Background: an optimization exercise with open tools, aiming at small area, a short achievable clock period and few clock cycles per item. Do not read the settings as production practice.
Where RTL was checked, it was by simulation tests only, not by an equivalence proof against the original.

## SSE
module SSE (
	input  logic        clk,
	input  logic        rst,
	input  logic        in_valid,
	input  logic        in_last,
	input  logic [31:0] A,
	input  logic [31:0] B,
	output logic        in_ready,
	output logic        out_valid,
	output logic [31:0] Y
);
Settings: LEC_CHECK=0, CAP_MARGIN=20, CORE_MARGIN=2, CORE_UTILIZATION=55, CTS_CLUSTER_DIAMETER=100, CTS_CLUSTER_SIZE=26, PLACE_DENSITY=0.72, SETUP_SLACK_MARGIN=5, SLEW_MARGIN=20, SYNTH_HIERARCHICAL=1, SYNTH_MINIMUM_KEEP_SIZE=0; clock period 10.0 ns.
standard.sh (not shown) runs the stock make flow with config.mk's settings and CLKGATE_MAP_FILE= SYNTH_SCRIPT=/design/flow/synth_recipe.tcl, a recipe that flattens the netlist after the stock synthesis.
==> flow/flow/run.sh <==
#!/bin/bash
set -euo pipefail
bash standard.sh SETUP_SLACK_MARGIN=5.8 "BUFFER_PORTS_ARGS=-buffer_cell sky130_fd_sc_hd__buf_1" finish > standard.log 2>&1
Testbench counts at the start, summed over its fixed seeds: cycles 8,146, items 8,082.
Change:
==> flow/flow/run.sh (replaced) <==
#!/bin/bash
set -euo pipefail
bash standard.sh SETUP_SLACK_MARGIN=6.2 "BUFFER_PORTS_ARGS=-buffer_cell sky130_fd_sc_hd__buf_1" finish > standard.log 2>&1
Result: Utilization came out higher by 5.8 points; synthesized cell count does not change; clock-buffer cell count came out higher by 1; die area does not change.
Change:
==> flow/flow/run.sh (replaced) <==
#!/bin/bash
set -euo pipefail
bash standard.sh SETUP_SLACK_MARGIN=5.8 "BUFFER_PORTS_ARGS=-buffer_cell sky130_fd_sc_hd__buf_1" finish > standard.log 2>&1
--- a/flow/config.mk
+++ b/flow/config.mk
@@ -10,5 +10,5 @@
 export CORE_UTILIZATION = 55
 export CTS_CLUSTER_DIAMETER = 100
-export CTS_CLUSTER_SIZE = 26
+export CTS_CLUSTER_SIZE = 30
 export PLACE_DENSITY = 0.72
 export SETUP_SLACK_MARGIN = 5
Outcome:
- The changed run went through all stages and came out clean
- synthesized area stays the same
- global-route usage came out lower by 1.0 points
- cell area came out lower by 8.4%
- hold slack is better by 0.0049 ns
- critical path depth came out lower by 1

========
job 104:
SSE, a different RTL version from the one above (not shown whole).
Size: roughly 5300 cells after synthesis, about 420 flip-flops, roughly 100 I/O pins.
Settings: LEC_CHECK=0, ABC_AREA=1, CAP_MARGIN=20, CORE_MARGIN=2, CORE_UTILIZATION=40, PLACE_DENSITY=0.6, SETUP_SLACK_MARGIN=5, SLEW_MARGIN=20; clock period 10.0 ns.
run.sh (not shown) runs the stock make flow with config.mk's settings and CLKGATE_MAP_FILE= SYNTH_SCRIPT=/design/flow/synth_recipe.tcl, a recipe that flattens the netlist after the stock synthesis.
Stock flow here: none of the scripts above is used.
Edits applied to the flow inputs when going from job 104 to job 105:
- ABC_AREA removed (was 1)
Notes after the runs:
- Job 105: PASS, flow complete, no timing, DRC or antenna violations
- Sort job 104 and job 105 by number of antenna violations at the first check in global routing, descending, and job 104 comes first.
- As far as post-CTS setup-driven buffer insertion count goes, job 105 and job 104 are indistinguishable; the numbers are identical.
- Job 105 — share of post-route cells with drive strength above 1 2.0 points higher, job 104 as reference
- Job 105 ended up with acc.acc[15] as its startpoint of the worst setup timing path; job 104 ended up with acc.shH[1].
- Taking job 105 as 1.0, job 104 lands at 1.08 on cell area.
- Going from job 104 to job 105, number of iterations in the first detailed-routing pass lost 2, portion of the post-synthesis area used by sequential elements has increased, post-layout instance count excluding filler cells saw a decrease.
- Placed instance count in job 105 is 1564 below job 104.
No functional check of the RTL was part of any run of this note.

========
Another version of the RTL of SSE (not shown whole).
Size in the first run: about 3,700 cells after synthesis, ~100 I/O pins, ~0.033 mm² of cells after synthesis.
export LEC_CHECK = 0
export CAP_MARGIN = 20
export CORE_MARGIN = 2
export CORE_UTILIZATION = 40
export CTS_CLUSTER_DIAMETER = 100
export CTS_CLUSTER_SIZE = 30
export PLACE_DENSITY = 0.6
export SETUP_SLACK_MARGIN = 5
export SLEW_MARGIN = 20
export SYNTH_HIERARCHICAL = 1
export SYNTH_MINIMUM_KEEP_SIZE = 0
create_clock -name core_clock -period 10.0 [get_ports {clk}]
standard.sh (not shown) runs the stock make flow with config.mk's settings and CLKGATE_MAP_FILE= SYNTH_SCRIPT=/design/flow/synth_recipe.tcl, a recipe that flattens the netlist after the stock synthesis.
==> flow/flow/run.sh <==
#!/bin/bash
set -euo pipefail
bash standard.sh SETUP_SLACK_MARGIN=5.8 "BUFFER_PORTS_ARGS=-buffer_cell sky130_fd_sc_hd__buf_1" finish > standard.log 2>&1
Testbench counts at the start, summed over its fixed seeds: cycles 8,146, items 8,082.
Rerun with:
Settings changed: CORE_UTILIZATION 40 to 55, PLACE_DENSITY 0.6 to 0.72.
Effect: The new run completed without violations; global-route usage grows by 6.8 points; setup slack gets worse by 0.013 ns; via count came out higher slightly.
Rerun with:
==> flow/flow/run.sh (replaced) <==
#!/bin/bash
set -euo pipefail
bash standard.sh SETUP_SLACK_MARGIN=6.2 "BUFFER_PORTS_ARGS=-buffer_cell sky130_fd_sc_hd__buf_1" finish > standard.log 2>&1
Settings changed: CORE_UTILIZATION 55 to 40, PLACE_DENSITY 0.72 to 0.6.
What happened: The changed run completed without violations; area after synthesis does not change; register-to-register slack gains 0.16 ns; routed wire length is higher by roughly a tenth; non-clock buffer count goes up by 118; cell area increases by a little under a tenth.

re-timing with driven ports:
Ports are ideal in the flow. The routed layouts listed here were re-timed in OpenROAD.
Step 1, drivers: a clkbuf_16 drives clk and a buf_2 each remaining input, both assumed.
Step 2 adds t to the input delays and takes it off the output delays; t is the mean of the earliest and latest rising clock arrival at the registers after step 1. Input paths then give back, and output paths get back, about the clock's delay inside the block.
Three values: no drivers, after step 1, after step 2; two values: the first two.
run	t, ns	setup WS [ns]	hold WS [ns]	clock arrival spread, ns	worst data-port slew with drivers (ns)
the first run of note 1	0.631	5.880 / 5.906 / 5.290	0.330 / 0.330 / 0.330	0.037 / 0.037	0.05
the second run of note 1	0.647	5.974 / 6.013 / 5.366	0.330 / 0.330 / 0.330	0.037 / 0.036	0.07
the third run of note 1	0.647	5.858 / 5.901 / 5.254	0.335 / 0.335 / 0.335	0.032 / 0.032	0.05
job 104	0.659	5.237 / 5.237 / 5.237	0.325 / 0.325 / 0.325	0.034 / 0.035	0.05
job 105	0.679	5.232 / 5.232 / 5.232	0.320 / 0.320 / 0.320	0.039 / 0.038	0.04
the first run of note 3	0.639	5.898 / 5.898 / 5.340	0.322 / 0.322 / 0.322	0.074 / 0.073	0.04
the second run of note 3	0.635	5.885 / 5.925 / 5.289	0.332 / 0.332 / 0.332	0.045 / 0.045	0.04
the third run of note 3	0.639	6.090 / 6.090 / 5.539	0.337 / 0.337 / 0.337	0.073 / 0.073	0.08
After both steps every run listed still meets setup and hold. The setup slack of the second run of note 1, which loses most, moves by +0.039 ns with the drivers and by -0.608 ns with both steps.
